Context: an optimization exercise on an open-source flow, tuned for small area, a short achievable clock period and few clock cycles. The choices shown serve that exercise and are no tape-out recipe. Power is estimated from default activity; no workload was simulated.

==> flow/design.v <==
`timescale 1ns / 1ps
module control#(parameter m=3, w=220, h=220)(
    input rstn,clk,ready,
    input [(m*m)-1:0] kernel,
    output wire [15:0] img_addr,
    output wire img_rd,
    input [7:0] img_data,
    output wire res_valid,
    output wire [15:0] res_addr,
    output wire [7:0] out,
    output wire finish
    );
    localparam [15:0] ST_ROW   = 16'd220;               
    localparam [15:0] ST_COL   = 16'd1 - 16'd1540;      
    localparam [15:0] RS_SAME  = -16'd880 - 16'd221;    
    localparam [15:0] RS_PREV  = 16'd879 - 16'd221;     
    function [15:0] bk16(input [15:0] x, input [15:0] y);
        reg [15:0] g, p, G, P; integer i, d; reg [1:0] t;
        begin
            for (i = 0; i < 16; i = i + 1) begin
                t = x[i] + y[i];
                g[i] = t[1]; p[i] = t[0];
            end
            G = g; P = p;
            for (d = 1; d < 16; d = d * 2)
                for (i = 2*d - 1; i < 16; i = i + 2*d) begin
                    G[i] = G[i] | (P[i] & G[i-d]); P[i] = P[i] & P[i-d];
                end
            for (d = 4; d >= 1; d = d / 2)
                for (i = 3*d - 1; i < 16; i = i + 2*d) begin
                    G[i] = G[i] | (P[i] & G[i-d]); P[i] = P[i] & P[i-d];
                end
            bk16 = p ^ {G[14:0], 1'b0};
        end
    endfunction
    function [11:0] bk12(input [11:0] x, input [11:0] y);
        reg [11:0] g, p, G, P; integer i, d; reg [1:0] t;
        begin
            for (i = 0; i < 12; i = i + 1) begin
                t = x[i] + y[i];
                g[i] = t[1]; p[i] = t[0];
            end
            G = g; P = p;
            for (d = 1; d < 12; d = d * 2)
                for (i = 2*d - 1; i < 12; i = i + 2*d) begin
                    G[i] = G[i] | (P[i] & G[i-d]); P[i] = P[i] & P[i-d];
                end
            for (d = 4; d >= 1; d = d / 2)
                for (i = 3*d - 1; i < 12; i = i + 2*d) begin
                    G[i] = G[i] | (P[i] & G[i-d]); P[i] = P[i] & P[i-d];
                end
            bk12 = p ^ {G[10:0], 1'b0};
        end
    endfunction
    function [23:0] csa(input [11:0] x, input [11:0] y, input [11:0] z);
        integer i; reg [1:0] t;
        begin
            csa[23:12] = 12'd0;
            for (i = 0; i < 12; i = i + 1) begin
                t = x[i] + y[i] + z[i];
                csa[i] = t[0];
                if (i < 11) csa[13+i] = t[1];
            end
        end
    endfunction
    function [11:0] rca(input [11:0] x, input [11:0] y, input cin);
        integer i; reg [1:0] t;
        begin
            t[1] = cin;
            for (i = 0; i < 12; i = i + 1) begin
                t = x[i] + y[i] + t[1];
                rca[i] = t[0];
            end
        end
    endfunction
    function [11:0] add3(input [11:0] x, input [11:0] y, input [11:0] z);
        reg [23:0] c;
        begin
            c = csa(x, y, z);
            add3 = bk12(c[11:0], c[23:12]);
        end
    endfunction
    function [11:0] add4(input [11:0] w, input [11:0] x, input [11:0] y, input [11:0] z);
        reg [23:0] c, d;
        begin
            c = csa(w, x, y);
            d = csa(c[11:0], c[23:12], z);
            add4 = bk12(d[11:0], d[23:12]);
        end
    endfunction
    reg        run;
    reg        rd;
    reg [15:0] ra;
    reg [2:0]  rc;           
    reg [7:0]  cc;           
    reg        re;           
    reg        dum;          
    reg        last_strip;
    wire start     = ready & ~run;
    wire strip_end = dum & (rc == 3'd4);
    wire prelast   = ra[15] & ra[6] & ~ra[4] & ~ra[3];
    wire run_end   = last_strip & (cc == 8'd219) & (rc == 3'd3);
    wire [2:0] rc_nx = strip_end ? 3'd0 : rc + 3'd1;
    wire last_nx   = last_strip | (strip_end & prelast);
    assign img_rd   = rd;
    assign img_addr = ra;
    always @(posedge clk) begin
        if (!rstn) begin
            run <= 1'b0;
            rd  <= 1'b0;
        end else if (start) begin
            run <= 1'b1;
            rd  <= 1'b1;
        end else begin
            if (run_end) run <= 1'b0;
            rd <= run & ~run_end & ~(last_nx & rc_nx[2]);
        end
    end
    always @(posedge clk) begin
        if (start) begin
            ra <= 16'd0;
            rc <= 3'd0;
            cc <= 8'd0;
            re <= 1'b0;
            dum <= 1'b0;
            last_strip <= 1'b0;
        end else begin
            rc <= rc_nx;
            re <= (rc == 3'd6);
            ra <= bk16(ra, re ? ST_COL : ST_ROW);
            if (re) begin
                cc <= cc + 8'd1;
                dum <= (cc == 8'd219);
            end else if (strip_end) begin
                cc <= 8'd0;
                dum <= 1'b0;
            end
            last_strip <= last_nx;
        end
    end
    reg [15:0] rs;
    always @(posedge clk) rs <= bk16(ra, rc[2] ? RS_SAME : RS_PREV);
    assign res_addr = rs;
    wire rv = run & (rc >= 3'd2) & (cc >= 8'd2) & ~dum & ~(last_strip & rc[2]);
    reg [8:0] kr;
    always @(posedge clk) kr <= kernel;
    reg [7:0] sr [0:16];
    integer i;
    always @(posedge clk) begin
        sr[0] <= img_data;
        for (i = 1; i <= 16; i = i + 1) sr[i] <= sr[i-1];
    end
    wire [7:0] p2 = sr[0];
    wire [7:0] p1 = sr[8];
    wire [7:0] p0 = sr[16];
    wire [7:0] m0 = p0 & {8{kr[0]}}, m1 = p1 & {8{kr[1]}}, m2 = p2 & {8{kr[2]}};
    wire [7:0] m3 = p0 & {8{kr[3]}}, m4 = p1 & {8{kr[4]}}, m5 = p2 & {8{kr[5]}};
    wire [7:0] m6 = p0 & {8{kr[6]}}, m7 = p1 & {8{kr[7]}}, m8 = p2 & {8{kr[8]}};
    wire [11:0] s0 = add3(m0, m1, m2);
    wire [11:0] s1 = add4(a0, m3, m4, m5);
    wire [11:0] s2 = add4(a1, m6, m7, m8);
    reg [9:0]  a0;
    reg [10:0] a1;
    reg [11:0] ws;
    always @(posedge clk) begin
        a0 <= s0[9:0];
        a1 <= s1[10:0];
        ws <= s2;
    end
    wire [11:0] hl12 = rca({6'd0, ws[11:6]}, {6'd0, ws[5:0]}, 1'b0);
    wire [6:0] hl = hl12[6:0];
    reg  [3:0] f;
    always @* begin
        case (hl)
            7'd0: f = 4'd0;
            7'd1: f = 4'd0;
            7'd2: f = 4'd0;
            7'd3: f = 4'd0;
            7'd4: f = 4'd0;
            7'd5: f = 4'd0;
            7'd6: f = 4'd0;
            7'd7: f = 4'd0;
            7'd8: f = 4'd0;
            7'd9: f = 4'd1;
            7'd10: f = 4'd1;
            7'd11: f = 4'd1;
            7'd12: f = 4'd1;
            7'd13: f = 4'd1;
            7'd14: f = 4'd1;
            7'd15: f = 4'd1;
            7'd16: f = 4'd1;
            7'd17: f = 4'd1;
            7'd18: f = 4'd2;
            7'd19: f = 4'd2;
            7'd20: f = 4'd2;
            7'd21: f = 4'd2;
            7'd22: f = 4'd2;
            7'd23: f = 4'd2;
            7'd24: f = 4'd2;
            7'd25: f = 4'd2;
            7'd26: f = 4'd2;
            7'd27: f = 4'd3;
            7'd28: f = 4'd3;
            7'd29: f = 4'd3;
            7'd30: f = 4'd3;
            7'd31: f = 4'd3;
            7'd32: f = 4'd3;
            7'd33: f = 4'd3;
            7'd34: f = 4'd3;
            7'd35: f = 4'd3;
            7'd36: f = 4'd4;
            7'd37: f = 4'd4;
            7'd38: f = 4'd4;
            7'd39: f = 4'd4;
            7'd40: f = 4'd4;
            7'd41: f = 4'd4;
            7'd42: f = 4'd4;
            7'd43: f = 4'd4;
            7'd44: f = 4'd4;
            7'd45: f = 4'd5;
            7'd46: f = 4'd5;
            7'd47: f = 4'd5;
            7'd48: f = 4'd5;
            7'd49: f = 4'd5;
            7'd50: f = 4'd5;
            7'd51: f = 4'd5;
            7'd52: f = 4'd5;
            7'd53: f = 4'd5;
            7'd54: f = 4'd6;
            7'd55: f = 4'd6;
            7'd56: f = 4'd6;
            7'd57: f = 4'd6;
            7'd58: f = 4'd6;
            7'd59: f = 4'd6;
            7'd60: f = 4'd6;
            7'd61: f = 4'd6;
            7'd62: f = 4'd6;
            7'd63: f = 4'd7;
            7'd64: f = 4'd7;
            7'd65: f = 4'd7;
            7'd66: f = 4'd7;
            7'd67: f = 4'd7;
            7'd68: f = 4'd7;
            7'd69: f = 4'd7;
            7'd70: f = 4'd7;
            7'd71: f = 4'd7;
            7'd72: f = 4'd8;
            7'd73: f = 4'd8;
            7'd74: f = 4'd8;
            7'd75: f = 4'd8;
            7'd76: f = 4'd8;
            7'd77: f = 4'd8;
            7'd78: f = 4'd8;
            7'd79: f = 4'd8;
            7'd80: f = 4'd8;
            7'd81: f = 4'd9;
            7'd82: f = 4'd9;
            7'd83: f = 4'd9;
            7'd84: f = 4'd9;
            7'd85: f = 4'd9;
            7'd86: f = 4'd9;
            7'd87: f = 4'd9;
            7'd88: f = 4'd9;
            7'd89: f = 4'd9;
            7'd90: f = 4'd10;
            7'd91: f = 4'd10;
            7'd92: f = 4'd10;
            7'd93: f = 4'd10;
            7'd94: f = 4'd10;
            7'd95: f = 4'd10;
            7'd96: f = 4'd10;
            7'd97: f = 4'd10;
            7'd98: f = 4'd10;
            default: f = 4'd0;
        endcase
    end
    reg  [3:0] f_r;
    reg  [5:0] h_r;
    always @(posedge clk) begin
        f_r <= f;
        h_r <= ws[11:6];
    end
    reg [7:0] q_r;
    wire [11:0] h7 = rca({1'b0, h_r, 3'b0}, {2'b11, ~h_r}, 1'b1);
    wire [11:0] q  = rca(h7, {8'd0, f_r}, 1'b0);
    always @(posedge clk) q_r <= q[7:0];
    assign out = q_r;
    reg [4:0] vp;
    reg       fin;
    always @(posedge clk) begin
        if (!rstn) begin vp <= 0; fin <= 1'b0; end
        else begin vp <= {vp[3:0], rv}; fin <= vp[3] & ~vp[2] & ~run; end
    end
    assign res_valid = vp[4];
    assign finish = fin;
endmodule
==> flow/config.mk <==
export PLATFORM = sky130hd
export DESIGN_NAME = control
export DESIGN_NICKNAME = control
export VERILOG_FILES = /design/flow/design.v
export SDC_FILE = /design/flow/constraint.sdc
export NUM_CORES = 4
export LEC_CHECK = 0
export CAP_MARGIN = 20
export CORE_MARGIN = 2
export CORE_UTILIZATION = 40
export SLEW_MARGIN = 20
==> flow/constraint.sdc <==
create_clock -name core_clock -period 13.0 [get_ports {clk}]
set_input_delay 2.6000 -clock core_clock [delete_from_list [all_inputs] [get_ports {clk}]]
set_output_delay 2.6000 -clock core_clock [all_outputs]
set_load 0.01 [all_outputs]
standard.sh (not shown) runs the stock make flow with config.mk's settings and CLKGATE_MAP_FILE= SYNTH_SCRIPT=/design/flow/synth_recipe.tcl, a recipe that flattens the netlist after the stock synthesis.
==> flow/flow/run.sh <==
#!/bin/bash
# Standard ORFS layout (the standard.sh, unchanged synthesis), with
# buf_2 port buffers and a smaller clock tree.
set -euo pipefail
export BUFFER_PORTS_ARGS="-buffer_cell sky130_fd_sc_hd__buf_2"
export CTS_ARGS="-sink_clustering_enable -repair_clock_nets -root_buf sky130_fd_sc_hd__clkbuf_16 -buf_list {sky130_fd_sc_hd__clkbuf_8 sky130_fd_sc_hd__clkbuf_16} -sink_clustering_size 30 -sink_clustering_max_diameter 100 -dont_use_dummy_load"
export SETUP_SLACK_MARGIN=9.3
bash standard.sh > standard.log 2>&1
The starting point completed without violations.
Edit:
--- a/flow/design.v
+++ b/flow/design.v
@@ -16,11 +16,7 @@
     localparam [15:0] RS_PREV  = 16'd879 - 16'd221;     
     function [15:0] bk16(input [15:0] x, input [15:0] y);
-        reg [15:0] g, p, G, P; integer i, d; reg [1:0] t;
-        begin
-            for (i = 0; i < 16; i = i + 1) begin
-                t = x[i] + y[i];
-                g[i] = t[1]; p[i] = t[0];
-            end
-            G = g; P = p;
+        reg [15:0] g, p, G, P; integer i, d;
+        begin
+            g = x & y; p = x ^ y; G = g; P = p;
             for (d = 1; d < 16; d = d * 2)
                 for (i = 2*d - 1; i < 16; i = i + 2*d) begin
@@ -35,11 +31,7 @@
     endfunction
     function [11:0] bk12(input [11:0] x, input [11:0] y);
-        reg [11:0] g, p, G, P; integer i, d; reg [1:0] t;
-        begin
-            for (i = 0; i < 12; i = i + 1) begin
-                t = x[i] + y[i];
-                g[i] = t[1]; p[i] = t[0];
-            end
-            G = g; P = p;
+        reg [11:0] g, p, G, P; integer i, d;
+        begin
+            g = x & y; p = x ^ y; G = g; P = p;
             for (d = 1; d < 12; d = d * 2)
                 for (i = 2*d - 1; i < 12; i = i + 2*d) begin
@@ -54,22 +46,7 @@
     endfunction
     function [23:0] csa(input [11:0] x, input [11:0] y, input [11:0] z);
-        integer i; reg [1:0] t;
-        begin
-            csa[23:12] = 12'd0;
-            for (i = 0; i < 12; i = i + 1) begin
-                t = x[i] + y[i] + z[i];
-                csa[i] = t[0];
-                if (i < 11) csa[13+i] = t[1];
-            end
-        end
-    endfunction
-    function [11:0] rca(input [11:0] x, input [11:0] y, input cin);
-        integer i; reg [1:0] t;
-        begin
-            t[1] = cin;
-            for (i = 0; i < 12; i = i + 1) begin
-                t = x[i] + y[i] + t[1];
-                rca[i] = t[0];
-            end
+        begin
+            csa[11:0]  = x ^ y ^ z;
+            csa[23:12] = ((x & y) | (x & z) | (y & z)) << 1;
         end
     endfunction
@@ -89,4 +66,5 @@
         end
     endfunction
+    reg        ready_r;
     reg        run;
     reg        rd;
@@ -97,5 +75,5 @@
     reg        dum;          
     reg        last_strip;
-    wire start     = ready & ~run;
+    wire start     = ready_r & ~run;
     wire strip_end = dum & (rc == 3'd4);
     wire prelast   = ra[15] & ra[6] & ~ra[4] & ~ra[3];
@@ -105,4 +83,5 @@
     assign img_rd   = rd;
     assign img_addr = ra;
+    always @(posedge clk) ready_r <= ready;
     always @(posedge clk) begin
         if (!rstn) begin
@@ -168,6 +147,5 @@
         ws <= s2;
     end
-    wire [11:0] hl12 = rca({6'd0, ws[11:6]}, {6'd0, ws[5:0]}, 1'b0);
-    wire [6:0] hl = hl12[6:0];
+    wire [6:0] hl = ws[11:6] + ws[5:0];
     reg  [3:0] f;
     always @* begin
@@ -282,7 +260,5 @@
     end
     reg [7:0] q_r;
-    wire [11:0] h7 = rca({1'b0, h_r, 3'b0}, {2'b11, ~h_r}, 1'b1);
-    wire [11:0] q  = rca(h7, {8'd0, f_r}, 1'b0);
-    always @(posedge clk) q_r <= q[7:0];
+    always @(posedge clk) q_r <= {h_r, 3'b0} - h_r + f_r;
     assign out = q_r;
     reg [4:0] vp;
=>
- sequential share of layout area fell by 0.19 points
- setup slack degrades by 0.014 ns
- hold slack improves by 0.0052 ns
- routed wire length is about the same
- total power rose by about 4.6%
- die area rose by about 0.5%
- cell area rose by 0.71%
- non-clock buffer count does not change
- utilization rose by 0.32 points
- cell count rose by 1.3%
- clock power hardly moves
- synthesized area rose by 0.49%
- clock skew rose by 0.012 ns
No functional check of the RTL was part of any run of this note.

[re-timing with driven ports]
In the flow no input, the clock included, has a driving cell. The finished layouts below were timed again as built, in two steps.
Step 1 assumes that a clkbuf_16 drives the clock port and a buf_2 every other input.
Step 2 adds t to the input delays and takes it off the output delays; t is the mean of the earliest and latest rising clock arrival at the registers after step 1. Input paths then give back, and output paths get back, about the clock's delay inside the block.
a / b / c = ideal / step 1 / step 2; a / b = the first two.
| run | t (ns) | setup WS [ns] | worst setup path at the end | clock arrival spread, ns |
|---|---|---|---|---|
| the first run | 0.514 | 9.374 / 9.328 / 9.534 | input to register | 0.055 / 0.055 |
| the second run | 0.510 | 9.359 / 9.315 / 9.527 | register to register | 0.067 / 0.067 |
After both steps setup and hold are still met in every run listed.
